Background: an optimization exercise with open tools, aiming at small area. Do not read the settings as production practice.
In this exercise RTL edits were held to simulation tests only and were not proved equivalent to the original.
Power and IR drop assume default switching activity.

==> flow/standard.sh <==
#!/bin/bash
# synth_recipe.tcl (not shown) runs the flow's synth.tcl, then flattens the netlist and writes it again
# the make line also repeats each setting of config.mk as NAME=value (left out here)
make -C /OpenROAD-flow-scripts/flow DESIGN_CONFIG=/design/flow/config.mk WORK_HOME=/design/flow/orfs CLKGATE_MAP_FILE= SYNTH_SCRIPT=/design/flow/synth_recipe.tcl "${@:-finish}"
==> flow/flow/run.sh <==
#!/bin/bash
# Own layout flow: the standard synthesis, then an area-oriented re-mapping of the
# combinational logic (registers and tie cells kept as the standard synthesis made them),
# then the standard layout with the smallest buffer on each port.
set -euo pipefail
W=$(pwd)
R=$W/orfs/results/$FLOW_PLATFORM/Calculator/base
LIB=$FLOW_HOME/platforms/$FLOW_PLATFORM/lib/sky130_fd_sc_hd__tt_025C_1v80.lib
bash standard.sh synth > $W/log_standard_synth.txt 2>&1
cp $R/1_2_yosys.v $W/std_1_2_yosys.v
cat > $W/remap.abc <<EOA
strash
&get -n
&deepsyn -T 60
&put
dch -f
map -a
topo
EOA
cat > $W/remap.ys <<EOY
read_liberty -ignore_miss_func $LIB
read_verilog $W/std_1_2_yosys.v
hierarchy -top $FLOW_TOP
blackbox sky130_fd_sc_hd__*df* sky130_fd_sc_hd__*dl* sky130_fd_sc_hd__conb_1
flatten
hierarchy -top $FLOW_TOP
opt_clean
abc -liberty $LIB -script $W/remap.abc -dont_use sky130_fd_sc_hd__probe* -dont_use sky130_fd_sc_hd__lpflow*
opt_clean
hilomap -singleton -hicell sky130_fd_sc_hd__conb_1 HI -locell sky130_fd_sc_hd__conb_1 LO
insbuf -buf sky130_fd_sc_hd__buf_4 A X
splitnets
opt_clean -purge
stat -liberty $LIB
write_verilog -noattr -nohex -nodec $R/1_2_yosys.v
EOY
yosys -s $W/remap.ys > $W/log_remap_yosys.txt 2>&1
touch $R/1_2_yosys.v
bash standard.sh 'BUFFER_PORTS_ARGS=-buffer_cell sky130_fd_sc_hd__buf_1' finish > $W/log_standard_finish.txt 2>&1
==> flow/design.v <==
module Calculator (
    input clk,
    input rst,
    input [1:0] InpNum,
    input InpSign,
    input [1:0] OP,
    output [6:0] InpSeg,
    output [6:0] ResSegUnits,
    output [6:0] ResSegTens,
    output [6:0] ResSegHundreds,
    output [6:0] SignSeg,
    output [6:0] ResSignSeg,
    output reg ZeroFlag,
    output SignFlag,
    output reg zeroResult
);
    reg [2:0] c;
    reg [1:0] pop;
    reg [3:0] U, T;
    reg [1:0] H;
    reg S;
    wire [3:0] nU, nT;
    wire [1:0] nH;
    wire nS, nZF, nZR, hold;
    wire [2:0] nc;
    calc_comb cc (
        .U(U), .T(T), .H(H), .S(S), .pop(pop), .c(c), .ni(InpNum), .s(InpSign),
        .nU(nU), .nT(nT), .nH(nH), .nS(nS), .nZF(nZF), .nZR(nZR), .nc(nc), .hold(hold), .rst(rst),
        .segU(ResSegUnits), .segT(ResSegTens), .segH(ResSegHundreds), .segI(InpSeg));
    always @(posedge clk) begin
        c <= nc;
        pop <= OP;
        U <= nU;
        T <= nT;
        H <= nH;
        S <= nS;
        if (!hold) begin
            ZeroFlag <= nZF;
            zeroResult <= nZR;
        end
    end
    assign SignSeg = {InpSign, 6'b111111};
    assign ResSignSeg = {S, 6'b111111};
    assign SignFlag = S;
endmodule
module calc_comb (
    input [3:0] U,
    input [3:0] T,
    input [1:0] H,
    input [1:0] pop,
    input [2:0] c,
    input [1:0] ni,
    output [3:0] nU,
    output [3:0] nT,
    output [1:0] nH,
    output [2:0] nc,
    output [6:0] segU,
    output [6:0] segT,
    output [6:0] segH,
    output [6:0] segI,
    input S,
    input s,
    input rst,
    output nS,
    output nZF,
    output nZR,
    output hold
);
  wire _0000_;
  wire _0001_;
  wire _0002_;
  wire _0003_;
  wire _0004_;
  wire _0005_;
  wire _0006_;
  wire _0007_;
  wire _0008_;
  wire _0009_;
  wire _0010_;
  wire _0011_;
  wire _0012_;
  wire _0013_;
  wire _0014_;
  wire _0015_;
  wire _0016_;
  wire _0017_;
  wire _0018_;
  wire _0019_;
  wire _0020_;
  wire _0021_;
  wire _0022_;
  wire _0023_;
  wire _0024_;
  wire _0025_;
  wire _0026_;
  wire _0027_;
  wire _0028_;
  wire _0029_;
  wire _0030_;
  wire _0031_;
  wire _0032_;
  wire _0033_;
  wire _0034_;
  wire _0035_;
  wire _0036_;
  wire _0037_;
  wire _0038_;
  wire _0039_;
  wire _0040_;
  wire _0041_;
  wire _0042_;
  wire _0043_;
  wire _0044_;
  wire _0045_;
  wire _0046_;
  wire _0047_;
  wire _0048_;
  wire _0049_;
  wire _0050_;
  wire _0051_;
  wire _0052_;
  wire _0053_;
  wire _0054_;
  wire _0055_;
  wire _0056_;
  wire _0057_;
  wire _0058_;
  wire _0059_;
  wire _0060_;
  wire _0061_;
  wire _0062_;
  wire _0063_;
  wire _0064_;
  wire _0065_;
  wire _0066_;
  wire _0067_;
  wire _0068_;
  wire _0069_;
  wire _0070_;
  wire _0071_;
  wire _0072_;
  wire _0073_;
  wire _0074_;
  wire _0075_;
  wire _0076_;
  wire _0077_;
  wire _0078_;
  wire _0079_;
  wire _0080_;
  wire _0081_;
  wire _0082_;
  wire _0083_;
  wire _0084_;
  wire _0085_;
  wire _0086_;
  wire _0087_;
  wire _0088_;
  wire _0089_;
  wire _0090_;
  wire _0091_;
  wire _0092_;
  wire _0093_;
  wire _0094_;
  wire _0095_;
  wire _0096_;
  wire _0097_;
  wire _0098_;
  wire _0099_;
  wire _0100_;
  wire _0101_;
  wire _0102_;
  wire _0103_;
  wire _0104_;
  wire _0105_;
  wire _0106_;
  wire _0107_;
  wire _0108_;
  wire _0109_;
  wire _0110_;
  wire _0111_;
  wire _0112_;
  wire _0113_;
  wire _0114_;
  wire _0115_;
  wire _0116_;
  wire _0117_;
  wire _0118_;
  wire _0119_;
  wire _0120_;
  wire _0121_;
  wire _0122_;
  wire _0123_;
  wire _0124_;
  wire _0125_;
  wire _0126_;
  wire _0127_;
  wire _0128_;
  wire _0129_;
  wire _0130_;
  wire _0131_;
  wire _0132_;
  wire _0133_;
  wire _0134_;
  wire _0135_;
  wire _0136_;
  wire _0137_;
  wire _0138_;
  wire _0139_;
  wire _0140_;
  wire _0141_;
  wire _0142_;
  wire _0143_;
  wire _0144_;
  wire _0145_;
  wire _0146_;
  wire _0147_;
  wire _0148_;
  wire _0149_;
  wire _0150_;
  wire _0151_;
  wire _0152_;
  wire _0153_;
  wire _0154_;
  wire _0155_;
  wire _0156_;
  wire _0157_;
  wire _0158_;
  wire _0159_;
  wire _0160_;
  wire _0161_;
  wire _0162_;
  wire _0163_;
  wire _0164_;
  wire _0165_;
  wire _0166_;
  wire _0167_;
  wire _0168_;
  wire _0169_;
  wire _0170_;
  wire _0171_;
  wire _0172_;
  wire _0173_;
  wire _0174_;
  wire _0175_;
  wire _0176_;
  wire _0177_;
  wire _0178_;
  wire _0179_;
  wire _0180_;
  wire _0181_;
  wire _0182_;
  wire _0183_;
  wire _0184_;
  wire _0185_;
  wire _0186_;
  wire _0187_;
  wire _0188_;
  wire _0189_;
  wire _0190_;
  wire _0191_;
  wire _0192_;
  wire _0193_;
  wire _0194_;
  wire _0195_;
  wire _0196_;
  wire _0197_;
  wire _0198_;
  wire _0199_;
  wire _0200_;
  wire _0201_;
  wire _0202_;
  wire _0203_;
  wire _0204_;
  wire _0205_;
  wire _0206_;
  wire _0207_;
  wire _0208_;
  wire _0209_;
  wire _0210_;
  wire _0211_;
  wire _0212_;
  wire _0213_;
  wire _0214_;
  wire _0215_;
  wire _0216_;
  wire _0217_;
  wire _0218_;
  wire _0219_;
  wire _0220_;
  wire _0221_;
  wire _0222_;
  wire _0223_;
  wire _0224_;
  wire _0225_;
  wire _0226_;
  wire _0227_;
  wire _0228_;
  wire _0229_;
  wire _0230_;
  wire _0231_;
  wire _0232_;
  wire _0233_;
  wire _0234_;
  wire _0235_;
  wire _0236_;
  wire _0237_;
  wire _0238_;
  wire _0239_;
  wire _0240_;
  wire _0241_;
  wire _0242_;
  wire _0243_;
  wire _0244_;
  wire _0245_;
  wire _0246_;
  wire _0247_;
  wire _0248_;
  wire _0249_;
  wire _0250_;
  wire _0251_;
  wire _0252_;
  wire _0253_;
  wire _0254_;
  wire _0255_;
  wire _0256_;
  wire _0257_;
  wire _0258_;
  wire _0259_;
  wire _0260_;
  wire _0261_;
  wire _0262_;
  wire _0263_;
  wire _0264_;
  wire _0265_;
  wire _0266_;
  wire _0267_;
  wire _0268_;
  wire _0269_;
  wire _0270_;
  wire _0271_;
  wire _0272_;
  wire _0273_;
  wire _0274_;
  wire _0275_;
  wire _0276_;
  wire _0277_;
  wire _0278_;
  wire _0279_;
  wire _0280_;
  wire _0281_;
  wire _0282_;
  wire _0283_;
  wire _0284_;
  wire _0285_;
  wire _0286_;
  wire _0287_;
  wire _0288_;
  wire _0289_;
  wire _0290_;
  wire _0291_;
  wire _0292_;
  wire _0293_;
  wire _0294_;
  wire _0295_;
  wire _0296_;
  wire _0297_;
  wire _0298_;
  wire _0299_;
  wire _0300_;
  wire _0301_;
  wire _0302_;
  wire _0303_;
  wire _0304_;
  wire _0305_;
  wire _0306_;
  wire _0307_;
  wire _0308_;
  wire _0309_;
  wire _0310_;
  wire _0311_;
  wire _0312_;
  wire _0313_;
  wire _0314_;
  wire _0315_;
  wire _0316_;
  wire _0317_;
  wire _0318_;
  wire _0319_;
  wire _0320_;
  wire _0321_;
  wire _0322_;
  wire _0323_;
  wire _0324_;
  wire _0325_;
  wire _0326_;
  wire _0327_;
  wire _0328_;
  wire _0329_;
  wire _0330_;
  wire _0331_;
  wire _0332_;
  wire _0333_;
  wire _0334_;
  wire _0335_;
  wire _0336_;
  wire _0337_;
  wire _0338_;
  wire _0339_;
  wire _0340_;
  wire _0341_;
  wire _0342_;
  wire _0343_;
  wire _0344_;
  wire _0345_;
  wire _0346_;
  wire _0347_;
  wire _0348_;
  wire _0349_;
  wire _0350_;
  wire _0351_;
  wire _0352_;
  wire _0353_;
  wire _0354_;
  wire _0355_;
  wire _0356_;
  wire _0357_;
  wire _0358_;
  wire new_n100;
  wire new_n101;
  wire new_n102;
  wire new_n103;
  wire new_n104;
  wire new_n105;
  wire new_n106;
  wire new_n107;
  wire new_n109;
  wire new_n110;
  wire new_n111;
  wire new_n112;
  wire new_n113;
  wire new_n114;
  wire new_n115;
  wire new_n116;
  wire new_n117;
  wire new_n118;
  wire new_n119;
  wire new_n120;
  wire new_n121;
  wire new_n122;
  wire new_n123;
  wire new_n124;
  wire new_n125;
  wire new_n126;
  wire new_n128;
  wire new_n129;
  wire new_n130;
  wire new_n131;
  wire new_n132;
  wire new_n133;
  wire new_n134;
  wire new_n135;
  wire new_n136;
  wire new_n137;
  wire new_n138;
  wire new_n139;
  wire new_n140;
  wire new_n141;
  wire new_n142;
  wire new_n143;
  wire new_n144;
  wire new_n145;
  wire new_n146;
  wire new_n147;
  wire new_n148;
  wire new_n149;
  wire new_n150;
  wire new_n151;
  wire new_n152;
  wire new_n153;
  wire new_n154;
  wire new_n155;
  wire new_n156;
  wire new_n157;
  wire new_n158;
  wire new_n159;
  wire new_n160;
  wire new_n161;
  wire new_n162;
  wire new_n163;
  wire new_n164;
  wire new_n165;
  wire new_n166;
  wire new_n167;
  wire new_n168;
  wire new_n169;
  wire new_n170;
  wire new_n171;
  wire new_n172;
  wire new_n173;
  wire new_n174;
  wire new_n175;
  wire new_n176;
  wire new_n177;
  wire new_n178;
  wire new_n179;
  wire new_n180;
  wire new_n181;
  wire new_n182;
  wire new_n183;
  wire new_n184;
  wire new_n185;
  wire new_n186;
  wire new_n187;
  wire new_n188;
  wire new_n189;
  wire new_n190;
  wire new_n191;
  wire new_n192;
  wire new_n193;
  wire new_n194;
  wire new_n195;
  wire new_n196;
  wire new_n197;
  wire new_n198;
  wire new_n199;
  wire new_n200;
  wire new_n201;
  wire new_n202;
  wire new_n203;
  wire new_n204;
  wire new_n205;
  wire new_n206;
  wire new_n207;
  wire new_n208;
  wire new_n209;
  wire new_n210;
  wire new_n211;
  wire new_n213;
  wire new_n214;
  wire new_n215;
  wire new_n216;
  wire new_n217;
  wire new_n218;
  wire new_n219;
  wire new_n220;
  wire new_n221;
  wire new_n222;
  wire new_n224;
  wire new_n225;
  wire new_n226;
  wire new_n227;
  wire new_n228;
  wire new_n229;
  wire new_n230;
  wire new_n231;
  wire new_n232;
  wire new_n233;
  wire new_n234;
  wire new_n235;
  wire new_n236;
  wire new_n237;
  wire new_n238;
  wire new_n239;
  wire new_n240;
  wire new_n242;
  wire new_n243;
  wire new_n245;
  wire new_n246;
  wire new_n247;
  wire new_n248;
  wire new_n249;
  wire new_n250;
  wire new_n251;
  wire new_n252;
  wire new_n253;
  wire new_n254;
  wire new_n255;
  wire new_n256;
  wire new_n257;
  wire new_n258;
  wire new_n259;
  wire new_n260;
  wire new_n261;
  wire new_n262;
  wire new_n263;
  wire new_n264;
  wire new_n265;
  wire new_n267;
  wire new_n268;
  wire new_n269;
  wire new_n270;
  wire new_n271;
  wire new_n272;
  wire new_n273;
  wire new_n274;
  wire new_n275;
  wire new_n276;
  wire new_n277;
  wire new_n278;
  wire new_n279;
  wire new_n280;
  wire new_n281;
  wire new_n282;
  wire new_n283;
  wire new_n284;
  wire new_n285;
  wire new_n286;
  wire new_n287;
  wire new_n289;
  wire new_n290;
  wire new_n291;
  wire new_n292;
  wire new_n293;
  wire new_n294;
  wire new_n295;
  wire new_n296;
  wire new_n297;
  wire new_n298;
  wire new_n299;
  wire new_n300;
  wire new_n301;
  wire new_n302;
  wire new_n303;
  wire new_n304;
  wire new_n305;
  wire new_n306;
  wire new_n307;
  wire new_n308;
  wire new_n309;
  wire new_n310;
  wire new_n311;
  wire new_n312;
  wire new_n313;
  wire new_n314;
  wire new_n315;
  wire new_n317;
  wire new_n318;
  wire new_n319;
  wire new_n320;
  wire new_n321;
  wire new_n322;
  wire new_n323;
  wire new_n324;
  wire new_n325;
  wire new_n326;
  wire new_n327;
  wire new_n328;
  wire new_n329;
  wire new_n330;
  wire new_n331;
  wire new_n332;
  wire new_n333;
  wire new_n335;
  wire new_n336;
  wire new_n337;
  wire new_n338;
  wire new_n339;
  wire new_n340;
  wire new_n341;
  wire new_n342;
  wire new_n343;
  wire new_n344;
  wire new_n345;
  wire new_n346;
  wire new_n347;
  wire new_n348;
  wire new_n349;
  wire new_n351;
  wire new_n352;
  wire new_n353;
  wire new_n354;
  wire new_n355;
  wire new_n356;
  wire new_n357;
  wire new_n359;
  wire new_n360;
  wire new_n362;
  wire new_n363;
  wire new_n364;
  wire new_n365;
  wire new_n366;
  wire new_n367;
  wire new_n368;
  wire new_n369;
  wire new_n370;
  wire new_n371;
  wire new_n372;
  wire new_n373;
  wire new_n374;
  wire new_n375;
  wire new_n376;
  wire new_n378;
  wire new_n379;
  wire new_n380;
  wire new_n382;
  wire new_n386;
  wire new_n395;
  wire new_n396;
  wire new_n398;
  wire new_n401;
  wire new_n67;
  wire new_n69;
  wire new_n70;
  wire new_n71;
  wire new_n73;
  wire new_n74;
  wire new_n75;
  wire new_n76;
  wire new_n77;
  wire new_n78;
  wire new_n80;
  wire new_n81;
  wire new_n82;
  wire new_n83;
  wire new_n84;
  wire new_n85;
  wire new_n86;
  wire new_n87;
  wire new_n89;
  wire new_n90;
  wire new_n91;
  wire new_n92;
  wire new_n93;
  wire new_n94;
  wire new_n95;
  wire new_n96;
  wire new_n97;
  wire new_n98;
  wire new_n99;
  assign new_n100 = U[1]  & _0000_;
  assign new_n101 = _0001_ & _0002_;
  assign new_n102 = new_n97 & new_n101;
  assign new_n103 = new_n93 & _0003_;
  assign new_n104 = new_n91 & _0004_;
  assign new_n105 = new_n80 & new_n96;
  assign new_n106 = _0005_ & new_n99;
  assign new_n107 = U[1]  & _0006_;
  assign new_n109 = _0007_ & _0008_;
  assign new_n110 = new_n105 & _0009_;
  assign new_n111 = _0010_ & new_n103;
  assign new_n112 = _0011_ & _0012_;
  assign new_n113 = _0013_ & new_n112;
  assign new_n114 = new_n71 & _0014_;
  assign new_n115 = ni[0]  & _0015_;
  assign new_n116 = _0016_ & _0017_;
  assign new_n117 = U[0]  & new_n116;
  assign new_n118 = _0018_ & new_n117;
  assign new_n119 = _0019_ & ni[1] ;
  assign new_n120 = U[3]  & _0020_;
  assign new_n121 = new_n119 & _0021_;
  assign new_n122 = U[0]  & _0022_;
  assign new_n123 = new_n70 & _0023_;
  assign new_n124 = new_n115 & _0024_;
  assign new_n125 = _0025_ & new_n124;
  assign new_n126 = _0026_ & _0027_;
  assign new_n128 = _0029_ & _0030_;
  assign new_n129 = S & s;
  assign new_n130 = _0031_ & _0032_;
  assign new_n131 = pop[0]  & _0033_;
  assign new_n132 = _0034_ & new_n130;
  assign new_n133 = _0035_ & _0036_;
  assign new_n134 = _0037_ & new_n133;
  assign new_n135 = U[0]  & _0038_;
  assign new_n136 = new_n115 & _0039_;
  assign new_n137 = _0040_ & new_n136;
  assign new_n138 = ni[1]  & new_n137;
  assign new_n139 = ni[1]  & _0041_;
  assign new_n140 = _0042_ & _0043_;
  assign new_n141 = _0044_ & _0045_;
  assign new_n142 = U[1]  & _0046_;
  assign new_n143 = _0047_ & new_n141;
  assign new_n144 = _0048_ & _0049_;
  assign new_n145 = U[1]  & _0050_;
  assign new_n146 = _0051_ & new_n133;
  assign new_n147 = _0052_ & _0053_;
  assign new_n148 = _0054_ & new_n147;
  assign new_n149 = _0055_ & _0056_;
  assign new_n150 = _0057_ & new_n149;
  assign new_n151 = new_n144 & new_n150;
  assign new_n152 = new_n133 & _0058_;
  assign new_n153 = U[2]  & _0059_;
  assign new_n154 = _0060_ & new_n153;
  assign new_n155 = _0061_ & _0062_;
  assign new_n156 = new_n152 & _0063_;
  assign new_n157 = _0064_ & new_n115;
  assign new_n158 = _0065_ & new_n139;
  assign new_n159 = _0066_ & _0067_;
  assign new_n160 = _0068_ & ni[1] ;
  assign new_n161 = _0069_ & _0070_;
  assign new_n162 = _0071_ & _0072_;
  assign new_n163 = _0073_ & new_n162;
  assign new_n164 = _0074_ & new_n163;
  assign new_n165 = _0075_ & _0076_;
  assign new_n166 = new_n94 & new_n165;
  assign new_n167 = new_n164 & _0077_;
  assign new_n168 = _0078_ & _0079_;
  assign new_n169 = nU[0]  & new_n164;
  assign new_n170 = new_n168 & _0080_;
  assign new_n171 = _0081_ & _0082_;
  assign new_n172 = new_n144 & new_n170;
  assign new_n173 = new_n116 & _0083_;
  assign new_n174 = _0084_ & new_n173;
  assign new_n175 = _0085_ & _0086_;
  assign new_n176 = _0087_ & new_n175;
  assign new_n177 = _0088_ & _0089_;
  assign new_n178 = _0090_ & _0091_;
  assign new_n179 = segI[2]  & _0092_;
  assign new_n180 = _0093_ & _0094_;
  assign new_n181 = ni[1]  & _0095_;
  assign new_n182 = _0096_ & _0097_;
  assign new_n183 = _0098_ & ni[0] ;
  assign new_n184 = _0099_ & _0100_;
  assign new_n185 = _0101_ & _0102_;
  assign new_n186 = ni[1]  & new_n185;
  assign new_n187 = ni[0]  & _0103_;
  assign new_n188 = _0104_ & new_n187;
  assign new_n189 = _0105_ & _0106_;
  assign new_n190 = pop[0]  & new_n70;
  assign new_n191 = _0107_ & new_n190;
  assign new_n192 = ni[1]  & new_n67;
  assign new_n193 = segI[2]  & _0108_;
  assign new_n194 = U[2]  & ni[1] ;
  assign new_n195 = _0109_ & _0110_;
  assign new_n196 = _0111_ & _0112_;
  assign new_n197 = ni[0]  & _0113_;
  assign new_n198 = _0114_ & _0115_;
  assign new_n199 = U[1]  & new_n160;
  assign new_n200 = ni[0]  & new_n86;
  assign new_n201 = _0116_ & _0117_;
  assign new_n202 = _0118_ & _0119_;
  assign new_n203 = new_n93 & new_n202;
  assign new_n204 = _0120_ & _0121_;
  assign new_n205 = ni[0]  & _0122_;
  assign new_n206 = _0123_ & _0124_;
  assign new_n207 = _0125_ & _0126_;
  assign new_n208 = new_n71 & _0127_;
  assign new_n209 = new_n204 & new_n208;
  assign new_n210 = _0128_ & _0129_;
  assign new_n211 = _0130_ & new_n210;
  assign new_n213 = _0132_ & _0133_;
  assign new_n214 = new_n204 & _0134_;
  assign new_n215 = new_n85 & _0135_;
  assign new_n216 = T[0]  & _0136_;
  assign new_n217 = _0137_ & _0138_;
  assign new_n218 = segI[2]  & _0139_;
  assign new_n219 = _0140_ & new_n218;
  assign new_n220 = _0141_ & _0142_;
  assign new_n221 = _0143_ & new_n220;
  assign new_n222 = _0144_ & _0145_;
  assign segI[0]  = ni[0]  & _0146_;
  assign new_n224 = U[2]  & segI[0] ;
  assign new_n225 = pop[0]  & ni[1] ;
  assign new_n226 = U[1]  & _0147_;
  assign new_n227 = new_n185 & _0148_;
  assign new_n228 = new_n225 & _0149_;
  assign new_n229 = _0150_ & _0151_;
  assign new_n230 = new_n228 & new_n229;
  assign new_n231 = _0152_ & _0153_;
  assign new_n232 = _0154_ & new_n231;
  assign new_n233 = new_n70 & _0155_;
  assign new_n234 = new_n144 & _0156_;
  assign new_n235 = _0157_ & _0158_;
  assign new_n236 = _0159_ & new_n235;
  assign new_n237 = _0160_ & _0161_;
  assign new_n238 = new_n234 & new_n236;
  assign new_n239 = new_n116 & _0162_;
  assign new_n240 = _0163_ & new_n239;
  assign new_n242 = pop[0]  & new_n80;
  assign new_n243 = _0164_ & _0165_;
  assign new_n245 = new_n70 & segI[5] ;
  assign new_n246 = _0166_ & pop[0] ;
  assign new_n247 = U[2]  & _0167_;
  assign new_n248 = _0168_ & new_n247;
  assign new_n249 = _0169_ & _0170_;
  assign new_n250 = _0171_ & U[2] ;
  assign new_n251 = T[0]  & _0172_;
  assign new_n252 = new_n249 & _0173_;
  assign new_n253 = _0174_ & _0175_;
  assign new_n254 = _0176_ & new_n253;
  assign new_n255 = new_n245 & new_n254;
  assign new_n256 = _0177_ & new_n255;
  assign new_n257 = new_n133 & new_n144;
  assign new_n258 = _0178_ & _0179_;
  assign new_n259 = new_n153 & _0180_;
  assign new_n260 = U[3]  & new_n149;
  assign new_n261 = _0181_ & new_n260;
  assign new_n262 = _0182_ & _0183_;
  assign new_n263 = _0184_ & new_n262;
  assign new_n264 = new_n116 & _0185_;
  assign new_n265 = _0186_ & new_n264;
  assign new_n267 = _0187_ & _0188_;
  assign new_n268 = new_n109 & new_n205;
  assign new_n269 = _0189_ & _0190_;
  assign new_n270 = new_n225 & _0191_;
  assign new_n271 = T[0]  & ni[0] ;
  assign new_n272 = _0192_ & _0193_;
  assign new_n273 = T[0]  & T[1] ;
  assign new_n274 = T[2]  & ni[0] ;
  assign new_n275 = _0194_ & _0195_;
  assign new_n276 = T[1]  & _0196_;
  assign new_n277 = new_n119 & _0197_;
  assign new_n278 = new_n275 & new_n277;
  assign new_n279 = _0198_ & _0199_;
  assign new_n280 = _0200_ & _0201_;
  assign new_n281 = new_n270 & new_n279;
  assign new_n282 = new_n70 & _0202_;
  assign new_n283 = _0203_ & new_n282;
  assign new_n284 = _0204_ & new_n168;
  assign new_n285 = T[0]  & _0205_;
  assign new_n286 = new_n116 & _0206_;
  assign new_n287 = _0207_ & new_n286;
  assign new_n289 = _0208_ & _0209_;
  assign new_n290 = new_n175 & _0210_;
  assign new_n291 = new_n271 & _0211_;
  assign new_n292 = _0212_ & _0213_;
  assign new_n293 = new_n175 & _0214_;
  assign new_n294 = _0215_ & _0216_;
  assign new_n295 = _0217_ & _0218_;
  assign new_n296 = _0219_ & new_n295;
  assign new_n297 = new_n242 & _0220_;
  assign new_n298 = _0221_ & _0222_;
  assign new_n299 = _0223_ & _0224_;
  assign new_n300 = _0225_ & _0226_;
  assign new_n301 = _0227_ & _0228_;
  assign new_n302 = new_n119 & new_n300;
  assign new_n303 = _0229_ & _0230_;
  assign new_n304 = _0231_ & new_n303;
  assign new_n305 = _0232_ & _0233_;
  assign new_n306 = new_n245 & _0234_;
  assign new_n307 = _0235_ & new_n306;
  assign new_n308 = _0236_ & new_n307;
  assign new_n309 = _0237_ & _0238_;
  assign new_n310 = T[0]  & _0239_;
  assign new_n311 = _0240_ & _0241_;
  assign new_n312 = T[1]  & new_n311;
  assign new_n313 = _0242_ & _0243_;
  assign new_n314 = new_n116 & _0244_;
  assign new_n315 = _0245_ & new_n314;
  assign new_n317 = _0246_ & _0247_;
  assign new_n318 = _0248_ & T[1] ;
  assign new_n319 = new_n175 & new_n318;
  assign new_n320 = _0249_ & _0250_;
  assign new_n321 = _0251_ & new_n320;
  assign new_n322 = _0252_ & new_n321;
  assign new_n323 = _0253_ & _0254_;
  assign new_n324 = T[2]  & segI[0] ;
  assign new_n325 = _0255_ & _0256_;
  assign new_n326 = _0257_ & new_n119;
  assign new_n327 = new_n70 & _0258_;
  assign new_n328 = _0259_ & new_n327;
  assign new_n329 = _0260_ & new_n311;
  assign new_n330 = T[2]  & new_n329;
  assign new_n331 = _0261_ & _0262_;
  assign new_n332 = new_n116 & _0263_;
  assign new_n333 = _0264_ & new_n332;
  assign new_n335 = new_n83 & new_n329;
  assign new_n336 = _0265_ & _0266_;
  assign new_n337 = T[3]  & new_n335;
  assign new_n338 = new_n116 & _0267_;
  assign new_n339 = _0268_ & new_n338;
  assign new_n340 = T[3]  & new_n70;
  assign new_n341 = segI[0]  & new_n340;
  assign new_n342 = new_n70 & new_n225;
  assign new_n343 = T[2]  & new_n267;
  assign new_n344 = new_n175 & _0269_;
  assign new_n345 = T[1]  & _0270_;
  assign new_n346 = new_n269 & new_n345;
  assign new_n347 = _0271_ & _0272_;
  assign new_n348 = new_n342 & _0273_;
  assign new_n349 = _0274_ & _0275_;
  assign new_n351 = H[0]  & new_n116;
  assign new_n352 = new_n165 & _0277_;
  assign new_n353 = ni[0]  & new_n275;
  assign new_n354 = _0278_ & _0279_;
  assign new_n355 = new_n342 & new_n354;
  assign new_n356 = _0280_ & new_n355;
  assign new_n357 = _0281_ & new_n356;
  assign new_n359 = new_n242 & new_n340;
  assign new_n360 = H[1]  & new_n116;
  assign new_n362 = new_n163 & new_n166;
  assign new_n363 = S & _0282_;
  assign new_n364 = U[0]  & new_n226;
  assign new_n365 = _0283_ & _0284_;
  assign new_n366 = pop[0]  & s;
  assign new_n367 = _0285_ & _0286_;
  assign new_n368 = new_n166 & new_n367;
  assign new_n369 = _0287_ & new_n368;
  assign new_n370 = _0288_ & _0289_;
  assign new_n371 = new_n162 & _0290_;
  assign new_n372 = new_n369 & new_n371;
  assign new_n373 = new_n116 & _0291_;
  assign new_n374 = _0292_ & new_n373;
  assign new_n375 = _0293_ & new_n67;
  assign new_n376 = _0294_ & new_n87;
  assign nZR = new_n166 & new_n376;
  assign new_n378 = new_n130 & new_n245;
  assign new_n379 = _0295_ & new_n378;
  assign new_n380 = _0296_ & _0297_;
  assign nS = _0298_ & new_n380;
  assign new_n382 = _0299_ & pop[1] ;
  assign nZF = new_n370 & new_n382;
  assign nc[0]  = _0300_ & _0301_;
  assign nc[1]  = c[0]  & _0302_;
  assign new_n386 = _0303_ & _0304_;
  assign nc[2]  = _0305_ & _0306_;
  assign segU[0]  = new_n86 & _0307_;
  assign segU[2]  = U[1]  & new_n184;
  assign segT[0]  = _0309_ & new_n84;
  assign segT[1]  = T[2]  & new_n292;
  assign segT[2]  = _0310_ & new_n318;
  assign new_n395 = _0311_ & _0312_;
  assign new_n396 = T[1]  & _0313_;
  assign segT[6]  = _0314_ & _0315_;
  assign new_n398 = T[0]  & _0316_;
  assign segT[3]  = _0317_ & segT[4] ;
  assign new_n401 = _0318_ & _0319_;
  assign segT[5]  = _0320_ & _0321_;
  assign segH[0]  = H[0]  & _0322_;
  assign segH[2]  = _0323_ & H[1] ;
  assign new_n67 = _0324_ & _0325_;
  assign hold = _0326_ & c[2] ;
  assign new_n69 = pop[1]  & _0327_;
  assign new_n70 = _0328_ & new_n69;
  assign new_n71 = _0329_ & new_n70;
  assign segI[2]  = _0330_ & ni[1] ;
  assign new_n73 = U[1]  & segI[2] ;
  assign new_n74 = U[1]  & U[2] ;
  assign new_n75 = U[0]  & new_n74;
  assign new_n76 = _0331_ & U[2] ;
  assign new_n77 = _0332_ & new_n76;
  assign new_n78 = _0333_ & _0334_;
  assign segU[1]  = U[2]  & new_n78;
  assign new_n80 = ni[0]  & ni[1] ;
  assign new_n81 = T[0]  & _0335_;
  assign new_n82 = _0336_ & T[2] ;
  assign new_n83 = _0337_ & _0338_;
  assign new_n84 = _0339_ & _0340_;
  assign new_n85 = new_n80 & new_n84;
  assign new_n86 = _0341_ & _0342_;
  assign new_n87 = _0343_ & new_n86;
  assign new_n89 = new_n85 & _0344_;
  assign new_n90 = _0345_ & new_n89;
  assign new_n91 = _0346_ & _0347_;
  assign new_n92 = T[0]  & segI[2] ;
  assign new_n93 = _0348_ & _0349_;
  assign new_n94 = _0350_ & _0351_;
  assign new_n95 = _0352_ & new_n94;
  assign new_n96 = _0353_ & _0354_;
  assign new_n97 = new_n80 & _0355_;
  assign new_n98 = _0356_ & _0357_;
  assign new_n99 = U[0]  & _0358_;
  assign _0000_ = ~ new_n99;
  assign _0001_ = ~ new_n98;
  assign _0002_ = ~ new_n100;
  assign _0003_ = ~ new_n102;
  assign _0004_ = ~ new_n103;
  assign _0005_ = ~ U[3] ;
  assign _0006_ = ~ new_n76;
  assign _0007_ = ~ U[3] ;
  assign _0008_ = ~ segU[5] ;
  assign _0009_ = ~ new_n109;
  assign _0010_ = ~ new_n91;
  assign _0011_ = ~ new_n110;
  assign _0012_ = ~ new_n111;
  assign _0013_ = ~ new_n104;
  assign _0014_ = ~ new_n113;
  assign _0015_ = ~ hold;
  assign _0016_ = ~ new_n67;
  assign _0017_ = ~ new_n69;
  assign _0018_ = ~ new_n115;
  assign _0019_ = ~ pop[0] ;
  assign _0020_ = ~ new_n84;
  assign _0021_ = ~ new_n120;
  assign _0022_ = ~ new_n121;
  assign _0023_ = ~ new_n122;
  assign _0024_ = ~ new_n117;
  assign _0025_ = ~ new_n123;
  assign _0026_ = ~ new_n118;
  assign _0027_ = ~ new_n125;
  assign _0028_ = ~ new_n126;
  assign _0029_ = ~ S;
  assign _0030_ = ~ s;
  assign _0031_ = ~ new_n128;
  assign _0032_ = ~ new_n129;
  assign _0033_ = ~ new_n130;
  assign _0034_ = ~ pop[0] ;
  assign _0035_ = ~ new_n131;
  assign _0036_ = ~ new_n132;
  assign _0037_ = ~ U[0] ;
  assign _0038_ = ~ new_n133;
  assign _0039_ = ~ new_n135;
  assign _0040_ = ~ new_n134;
  assign _0041_ = ~ hold;
  assign _0042_ = ~ new_n137;
  assign _0043_ = ~ new_n139;
  assign _0044_ = ~ new_n138;
  assign _0045_ = ~ new_n140;
  assign _0046_ = ~ new_n141;
  assign _0047_ = ~ U[1] ;
  assign _0048_ = ~ new_n142;
  assign _0049_ = ~ new_n143;
  assign _0050_ = ~ new_n133;
  assign _0051_ = ~ U[1] ;
  assign _0052_ = ~ new_n145;
  assign _0053_ = ~ new_n146;
  assign _0054_ = ~ new_n140;
  assign _0055_ = ~ new_n138;
  assign _0056_ = ~ new_n148;
  assign _0057_ = ~ U[2] ;
  assign _0058_ = ~ new_n151;
  assign _0059_ = ~ new_n149;
  assign _0060_ = ~ new_n144;
  assign _0061_ = ~ U[3] ;
  assign _0062_ = ~ new_n154;
  assign _0063_ = ~ new_n155;
  assign _0064_ = ~ U[0] ;
  assign _0065_ = ~ U[1] ;
  assign _0066_ = ~ new_n157;
  assign _0067_ = ~ new_n158;
  assign _0068_ = ~ U[2] ;
  assign _0069_ = ~ new_n98;
  assign _0070_ = ~ new_n160;
  assign _0071_ = ~ U[3] ;
  assign _0072_ = ~ new_n161;
  assign _0073_ = ~ new_n159;
  assign _0074_ = ~ new_n133;
  assign _0075_ = ~ T[2] ;
  assign _0076_ = ~ T[3] ;
  assign _0077_ = ~ new_n166;
  assign _0078_ = ~ new_n156;
  assign _0079_ = ~ new_n167;
  assign _0080_ = ~ new_n169;
  assign _0081_ = ~ new_n144;
  assign _0082_ = ~ new_n170;
  assign _0083_ = ~ new_n172;
  assign _0084_ = ~ new_n171;
  assign _0085_ = ~ U[3] ;
  assign _0086_ = ~ new_n75;
  assign _0087_ = ~ segU[1] ;
  assign _0088_ = ~ U[0] ;
  assign _0089_ = ~ new_n176;
  assign _0090_ = ~ new_n106;
  assign _0091_ = ~ new_n177;
  assign _0092_ = ~ new_n178;
  assign _0093_ = ~ new_n76;
  assign _0094_ = ~ new_n99;
  assign _0095_ = ~ new_n180;
  assign _0096_ = ~ U[1] ;
  assign _0097_ = ~ new_n181;
  assign _0098_ = ~ U[1] ;
  assign _0099_ = ~ U[0] ;
  assign _0100_ = ~ U[2] ;
  assign _0101_ = ~ new_n183;
  assign _0102_ = ~ new_n184;
  assign _0103_ = ~ new_n186;
  assign _0104_ = ~ new_n182;
  assign _0105_ = ~ new_n179;
  assign _0106_ = ~ new_n188;
  assign _0107_ = ~ new_n189;
  assign _0108_ = ~ new_n98;
  assign _0109_ = ~ U[3] ;
  assign _0110_ = ~ new_n194;
  assign _0111_ = ~ new_n97;
  assign _0112_ = ~ new_n195;
  assign _0113_ = ~ new_n196;
  assign _0114_ = ~ new_n193;
  assign _0115_ = ~ new_n197;
  assign _0116_ = ~ new_n199;
  assign _0117_ = ~ new_n200;
  assign _0118_ = ~ new_n105;
  assign _0119_ = ~ new_n201;
  assign _0120_ = ~ new_n198;
  assign _0121_ = ~ new_n203;
  assign _0122_ = ~ new_n98;
  assign _0123_ = ~ new_n74;
  assign _0124_ = ~ new_n205;
  assign _0125_ = ~ new_n93;
  assign _0126_ = ~ new_n206;
  assign _0127_ = ~ new_n207;
  assign _0128_ = ~ new_n192;
  assign _0129_ = ~ new_n209;
  assign _0130_ = ~ new_n191;
  assign _0131_ = ~ new_n211;
  assign _0132_ = ~ new_n105;
  assign _0133_ = ~ new_n199;
  assign _0134_ = ~ new_n213;
  assign _0135_ = ~ new_n87;
  assign _0136_ = ~ new_n86;
  assign _0137_ = ~ U[3] ;
  assign _0138_ = ~ T[0] ;
  assign _0139_ = ~ new_n217;
  assign _0140_ = ~ new_n216;
  assign _0141_ = ~ new_n215;
  assign _0142_ = ~ new_n219;
  assign _0143_ = ~ new_n214;
  assign _0144_ = ~ pop[0] ;
  assign _0145_ = ~ new_n221;
  assign _0146_ = ~ ni[1] ;
  assign _0147_ = ~ ni[0] ;
  assign _0148_ = ~ new_n226;
  assign _0149_ = ~ new_n227;
  assign _0150_ = ~ new_n76;
  assign _0151_ = ~ new_n87;
  assign _0152_ = ~ new_n224;
  assign _0153_ = ~ new_n230;
  assign _0154_ = ~ new_n222;
  assign _0155_ = ~ new_n232;
  assign _0156_ = ~ new_n168;
  assign _0157_ = ~ new_n150;
  assign _0158_ = ~ new_n164;
  assign _0159_ = ~ new_n153;
  assign _0160_ = ~ new_n234;
  assign _0161_ = ~ new_n236;
  assign _0162_ = ~ new_n238;
  assign _0163_ = ~ new_n237;
  assign _0164_ = ~ new_n196;
  assign _0165_ = ~ new_n242;
  assign _0166_ = ~ U[0] ;
  assign _0167_ = ~ new_n119;
  assign _0168_ = ~ new_n246;
  assign _0169_ = ~ pop[0] ;
  assign _0170_ = ~ ni[0] ;
  assign _0171_ = ~ U[1] ;
  assign _0172_ = ~ new_n250;
  assign _0173_ = ~ new_n251;
  assign _0174_ = ~ new_n248;
  assign _0175_ = ~ new_n252;
  assign _0176_ = ~ new_n228;
  assign _0177_ = ~ new_n243;
  assign _0178_ = ~ U[3] ;
  assign _0179_ = ~ new_n257;
  assign _0180_ = ~ new_n258;
  assign _0181_ = ~ new_n152;
  assign _0182_ = ~ new_n167;
  assign _0183_ = ~ new_n261;
  assign _0184_ = ~ new_n259;
  assign _0185_ = ~ new_n234;
  assign _0186_ = ~ new_n263;
  assign _0187_ = ~ ni[0] ;
  assign _0188_ = ~ new_n176;
  assign _0189_ = ~ new_n267;
  assign _0190_ = ~ new_n268;
  assign _0191_ = ~ new_n269;
  assign _0192_ = ~ new_n119;
  assign _0193_ = ~ new_n271;
  assign _0194_ = ~ new_n273;
  assign _0195_ = ~ new_n274;
  assign _0196_ = ~ ni[0] ;
  assign _0197_ = ~ new_n276;
  assign _0198_ = ~ new_n272;
  assign _0199_ = ~ new_n278;
  assign _0200_ = ~ new_n270;
  assign _0201_ = ~ new_n279;
  assign _0202_ = ~ new_n281;
  assign _0203_ = ~ new_n280;
  assign _0204_ = ~ T[0] ;
  assign _0205_ = ~ new_n168;
  assign _0206_ = ~ new_n285;
  assign _0207_ = ~ new_n284;
  assign _0208_ = ~ T[1] ;
  assign _0209_ = ~ new_n269;
  assign _0210_ = ~ new_n289;
  assign _0211_ = ~ new_n290;
  assign _0212_ = ~ new_n94;
  assign _0213_ = ~ new_n273;
  assign _0214_ = ~ new_n292;
  assign _0215_ = ~ new_n94;
  assign _0216_ = ~ new_n175;
  assign _0217_ = ~ new_n293;
  assign _0218_ = ~ new_n294;
  assign _0219_ = ~ new_n291;
  assign _0220_ = ~ new_n296;
  assign _0221_ = ~ new_n249;
  assign _0222_ = ~ new_n297;
  assign _0223_ = ~ T[2] ;
  assign _0224_ = ~ new_n298;
  assign _0225_ = ~ ni[0] ;
  assign _0226_ = ~ new_n81;
  assign _0227_ = ~ new_n119;
  assign _0228_ = ~ new_n300;
  assign _0229_ = ~ T[3] ;
  assign _0230_ = ~ new_n302;
  assign _0231_ = ~ new_n301;
  assign _0232_ = ~ T[1] ;
  assign _0233_ = ~ ni[1] ;
  assign _0234_ = ~ new_n305;
  assign _0235_ = ~ new_n304;
  assign _0236_ = ~ new_n299;
  assign _0237_ = ~ T[0] ;
  assign _0238_ = ~ new_n167;
  assign _0239_ = ~ new_n156;
  assign _0240_ = ~ new_n309;
  assign _0241_ = ~ new_n310;
  assign _0242_ = ~ T[1] ;
  assign _0243_ = ~ new_n311;
  assign _0244_ = ~ new_n313;
  assign _0245_ = ~ new_n312;
  assign _0246_ = ~ segI[2] ;
  assign _0247_ = ~ new_n225;
  assign _0248_ = ~ T[0] ;
  assign _0249_ = ~ T[3] ;
  assign _0250_ = ~ new_n276;
  assign _0251_ = ~ new_n319;
  assign _0252_ = ~ new_n291;
  assign _0253_ = ~ new_n317;
  assign _0254_ = ~ new_n322;
  assign _0255_ = ~ new_n323;
  assign _0256_ = ~ new_n324;
  assign _0257_ = ~ T[3] ;
  assign _0258_ = ~ new_n326;
  assign _0259_ = ~ new_n325;
  assign _0260_ = ~ new_n292;
  assign _0261_ = ~ T[2] ;
  assign _0262_ = ~ new_n329;
  assign _0263_ = ~ new_n331;
  assign _0264_ = ~ new_n330;
  assign _0265_ = ~ T[3] ;
  assign _0266_ = ~ new_n335;
  assign _0267_ = ~ new_n337;
  assign _0268_ = ~ new_n336;
  assign _0269_ = ~ new_n271;
  assign _0270_ = ~ new_n344;
  assign _0271_ = ~ new_n343;
  assign _0272_ = ~ new_n346;
  assign _0273_ = ~ new_n347;
  assign _0274_ = ~ new_n341;
  assign _0275_ = ~ new_n348;
  assign _0276_ = ~ new_n349;
  assign _0277_ = ~ new_n268;
  assign _0278_ = ~ new_n318;
  assign _0279_ = ~ new_n353;
  assign _0280_ = ~ new_n267;
  assign _0281_ = ~ new_n352;
  assign _0282_ = ~ new_n362;
  assign _0283_ = ~ pop[0] ;
  assign _0284_ = ~ s;
  assign _0285_ = ~ new_n365;
  assign _0286_ = ~ new_n366;
  assign _0287_ = ~ new_n364;
  assign _0288_ = ~ new_n115;
  assign _0289_ = ~ new_n139;
  assign _0290_ = ~ new_n370;
  assign _0291_ = ~ new_n372;
  assign _0292_ = ~ new_n363;
  assign _0293_ = ~ s;
  assign _0294_ = ~ U[0] ;
  assign _0295_ = ~ nZR;
  assign _0296_ = ~ new_n375;
  assign _0297_ = ~ new_n379;
  assign _0298_ = ~ new_n374;
  assign _0299_ = ~ pop[0] ;
  assign _0300_ = ~ c[2] ;
  assign _0301_ = ~ rst;
  assign _0302_ = ~ rst;
  assign _0303_ = ~ c[1] ;
  assign _0304_ = ~ c[2] ;
  assign _0305_ = ~ rst;
  assign _0306_ = ~ new_n386;
  assign _0307_ = ~ new_n180;
  assign _0308_ = ~ new_n78;
  assign _0309_ = ~ T[3] ;
  assign _0310_ = ~ T[2] ;
  assign _0311_ = ~ new_n165;
  assign _0312_ = ~ new_n273;
  assign _0313_ = ~ T[2] ;
  assign _0314_ = ~ new_n395;
  assign _0315_ = ~ new_n396;
  assign _0316_ = ~ segT[6] ;
  assign _0317_ = ~ new_n398;
  assign _0318_ = ~ T[1] ;
  assign _0319_ = ~ segT[0] ;
  assign _0320_ = ~ new_n82;
  assign _0321_ = ~ new_n401;
  assign _0322_ = ~ H[1] ;
  assign _0323_ = ~ H[0] ;
  assign segH[6]  = ~ H[1] ;
  assign segI[6]  = ~ ni[1] ;
  assign _0324_ = ~ c[0] ;
  assign _0325_ = ~ c[2] ;
  assign _0326_ = ~ c[1] ;
  assign _0327_ = ~ hold;
  assign _0328_ = ~ new_n67;
  assign _0329_ = ~ pop[0] ;
  assign _0330_ = ~ ni[0] ;
  assign _0331_ = ~ U[0] ;
  assign _0332_ = ~ U[1] ;
  assign _0333_ = ~ new_n75;
  assign _0334_ = ~ new_n77;
  assign _0335_ = ~ T[2] ;
  assign _0336_ = ~ T[0] ;
  assign _0337_ = ~ new_n81;
  assign _0338_ = ~ new_n82;
  assign _0339_ = ~ T[1] ;
  assign _0340_ = ~ new_n83;
  assign _0341_ = ~ U[1] ;
  assign _0342_ = ~ U[3] ;
  assign _0343_ = ~ U[2] ;
  assign _0344_ = ~ segU[6] ;
  assign _0345_ = ~ segU[1] ;
  assign _0346_ = ~ new_n73;
  assign _0347_ = ~ new_n90;
  assign _0348_ = ~ new_n85;
  assign _0349_ = ~ new_n92;
  assign _0350_ = ~ T[0] ;
  assign _0351_ = ~ T[1] ;
  assign _0352_ = ~ T[3] ;
  assign _0353_ = ~ new_n81;
  assign _0354_ = ~ new_n95;
  assign _0355_ = ~ new_n96;
  assign _0356_ = ~ U[1] ;
  assign _0357_ = ~ U[2] ;
  assign _0358_ = ~ U[2] ;
  assign segU[5]  = new_n106 | new_n107;
  assign nU[0]  = new_n114 | _0028_;
  assign nU[1]  = new_n174 | _0131_;
  assign nU[2]  = new_n233 | new_n240;
  assign segI[5]  = ni[0]  | ni[1] ;
  assign nU[3]  = new_n256 | new_n265;
  assign nT[0]  = new_n283 | new_n287;
  assign nT[1]  = new_n308 | new_n315;
  assign nT[2]  = new_n328 | new_n333;
  assign nT[3]  = new_n339 | _0276_;
  assign nH[0]  = new_n351 | new_n357;
  assign nH[1]  = new_n359 | new_n360;
  assign segU[3]  = _0308_ | segU[0] ;
  assign segU[4]  = U[0]  | new_n250;
  assign segT[4]  = T[0]  | new_n84;
  assign segH[5]  = H[0]  | H[1] ;
  assign segU[6]  = new_n75 | new_n87;
  assign segI[4]  = ni[0] ;
  assign segI[3]  = segI[0] ;
  assign segI[1]  = 1'h0;
  assign segH[4]  = H[0] ;
  assign segH[3]  = segH[0] ;
  assign segH[1]  = 1'h0;
endmodule
==> flow/config.mk <==
export PLATFORM = sky130hd
export DESIGN_NAME = Calculator
export DESIGN_NICKNAME = Calculator
export VERILOG_FILES = /design/flow/design.v
export SDC_FILE = /design/flow/constraint.sdc
export NUM_CORES = 4
export LEC_CHECK = 0
export CAP_MARGIN = 20
export CORE_MARGIN = 2
export CORE_UTILIZATION = 25
export SLEW_MARGIN = 20
==> flow/constraint.sdc <==
create_clock -name core_clock -period 20.0 [get_ports {clk}]
set_input_delay 4.0000 -clock core_clock [delete_from_list [all_inputs] [get_ports {clk}]]
set_output_delay 4.0000 -clock core_clock [all_outputs]
set_load 0.01 [all_outputs]
==> summary.txt <==
==> how the worst max path moves through the flow <==
stage | start | cells after the start | slack (ns) | endpoint
2_1_floorplan | InpNum[0] | 3 | 11.21 | InpSeg[3]
3_3_place_gp | InpNum[0] | 4 | 10.67 | InpSeg[0]
3_5_place_dp | InpNum[0] | 4 | 10.62 | InpSeg[0]
4_1_cts | InpNum[0] | 4 | 10.62 | InpSeg[0]
5_1_grt | InpNum[0] | 4 | 10.43 | InpSeg[3]
6_report | InpNum[0] | 4 | 10.57 | InpSeg[0]
==> report_power, final <==
part | switching (W) | total (W) | internal [W]
registers | 0.00000954 | 0.0000522 | 0.0000426
clock network | 0.0000141 | 0.0000278 | 0.0000137
logic | 0.0000730 | 0.000103 | 0.0000304
==> stage by stage <==
| stage | cell area (um^2) | util | cells |
|---|---|---|---|
| after floorplan | 1750 | - | 302 |
| after global placement | 1840 | 0.275 | 399 |
| after detailed placement | 1840 | 0.275 | 399 |
| after CTS | 1890 | 0.282 | 403 |
| after global routing | 1890 | 0.282 | 403 |
| final | 1890 | 0.282 | 403 |
==> per-layer routing <==
metal	up-vias	wire, um	GRT usage
met5	-	0	0
met4	0	79	0.0511
met3	10	369	0.0286
met2	100	2460	0.221
met1	935	2280	0.181
li1	1004	-	-
==> placed cells by master (no fill, tap or decap), drive strengths merged, types with 5 or more instances in the layout <==
master  instances
o211ai          5
conb           14
nor2           65
a21oi          21
nand2          36
nand3           9
dfxtp          16
a22oi           5
clkinv         53
o21ai          23
buf            37
==> state kept, by name (all words and copies together), names as in the netlist <==
name        flops
H               2
ZeroFlag        1
S               1
pop             2
U               4
c               3
T               4
zeroResult      1
==> layout make-up <==
cell class | count | area (um^2) | area share
sequential | 18 | 380 | 0.202
inverter | 52 | 195 | 0.104
multi-input combinational | 212 | 1030 | 0.544
clock buffer | 3 | 41.3 | 0.0219
timing repair buffer | 37 | 139 | 0.0737
clock inverter | 1 | 3.75 | 0.00199
tap | 80 | 100 | 0.0531
==> worst register-to-register path, delay by kind of cell, from the launching register on <==
kind	cells	cell delay, ns
AO/OA/AOI/OAI	6	1.11
flip-flops	1	0.50
buffers and inverters	4	0.88
AND/OR/NAND/NOR	6	1.13
==> run_results.csv <==
group,metric,value,unit
place,gp_congestion,0.986,
clock_network,clk_latency,0.26,ns
clock_network,root_buffer,"clkbuf_8",
route,firstDrtPassIters,7,
die,core,0.00668,mm^2
timing,relSlewSlack,0.567,
worst_hold_path,hp-class,"flop to flop",
route,drt_iter0_markers,341,
timing,layout_min_cycle_time,9.43,ns
grt,grt_pass1_vias,1812,
route,drc_errors,0,
run,drv_cap,0,
route,drtAntennaViolNets,0,
die,die_area,0.00750,mm^2
place,place_ws,10.62,ns
timing,rsz0062_at_grt,"false",
worst_setup_path,slowest_delay,0.49,ns
worst_setup_path,crit_slowest_cell,"clkinv_1",
die,fp-row-count,30,
worst_setup_path,path_buf_inv,3,
timing,period_share,0.472,
timing,skew,0.00357,ns
power_and_ir_drop,finalPower,0.000183,W
route,wire_per_inst,12.9,um
clock_network,h-tree-depth,1,
clock_network,holdBufCountCts,0,
timing,finalHoldViolCount,0,
worst_setup_path,crit_path_end_kind,"output port",
grt,antenna_found_initial,0,
clock_network,cts_made_buffers,3,
timing,slew_viol_final,0,
synth,syn_area,0.00171,mm^2
place,hpwl,4.17,mm
route,avgViaCountPerCell,5.08,
timing,setup_ws,10.57,ns
worst_setup_path,worstSetupStartpointType,"input pin",
grt,overflow,0,
timing,setup_viol,0,
die,io_pins,52,
die,die-width,86.6,um
worst_setup_path,worstPathCellList,"buf_1, clkinv_1, nor2_1, buf_1",
worst_setup_path,ff2ff_path_depth,16,
clock_network,cts_tree,"built",
grt,grt_first_pass_wirelength,8.47,mm
worst_setup_path,critPathTopFamily,"buffers and inverters",
power_and_ir_drop,powerDensity,97.2,mW/mm^2
clock_network,cts.path.max_buffers,2,
timing,setup_tns,0,ns
timing,max_freq,106,MHz
final_layout,diodes,0,
synth,syn_inst,290,
worst_setup_path,reg2reg_setup_slack,16.27,ns
power_and_ir_drop,p_leak,0.720,nW
clock_network,clkTransAtPathRegs,0.08,ns
worst_setup_path,rr_endpoint,"U[1]$_DFF_P_",
clock_network,cts_resized,0,
worst_hold_path,hp-start,"c[0]$_DFF_P_",
worst_setup_path,critPathRequiredTime,16.00,ns
run_status,status,"finished clean",
final_layout,final_nets,331,
place,port_buffers,37,
worst_setup_path,critPathMaxFanout,16,
worst_setup_path,crit_arrival,5.43,ns
power_and_ir_drop,ir_drop,0.0000233,V
route,vias,2049,
die,die_h,86.6,um
clock_network,cts_sinks,18,
grt,grtUsageTotal,0.138,
timing,hold_ws,0.421,ns
final_layout,drive_above_1_share,0.0155,
die,start_util,0.255,
synth,syn_area_per_cell,5.88,um^2
route,wl,5.18,mm
timing,worstMarginPinSlew,0.647,ns
worst_setup_path,critPathMostFrequentCell,"buf_1",
worst_setup_path,critPathKind,"input pin to output port",
worst_setup_path,reg2reg_from,"T[0]$_DFF_P_",
grt,grt_max_degree,17,
final_layout,synthToLayoutAreaGrowth,10.5,%
final_layout,fillCellCount,769,
synth,yosys_warnings,1,
clock_network,postCtsSetupRepairBufs,0,
worst_hold_path,holdPathEnd,"c[1]$_DFF_P_",
worst_hold_path,whs_path_depth,2,

-- separate check: timing with driven ports --
No port has a modelled driver above. Below, the same layout with a new extraction and two added sets of constraints. Step 1 assumes that a clkbuf_16 drives the clock port and a buf_2 every other input. Step 2 also shifts input and output timing later by t, the mid clock arrival at the registers, as if the neighbouring blocks saw the same clock. Three values: ideal ports, drivers, drivers and shift; two values: the first two.
t (ns): 0.281
setup WS [ns]: 10.565 / 10.544 / 10.544
hold WS [ns]: 0.421 / 0.421 / 0.421
worst slew at a driven data input, ns: 0.03
After both steps setup and hold are still met in this run. The setup slack of this run moves by -0.021 ns with the drivers and by -0.021 ns with both steps.
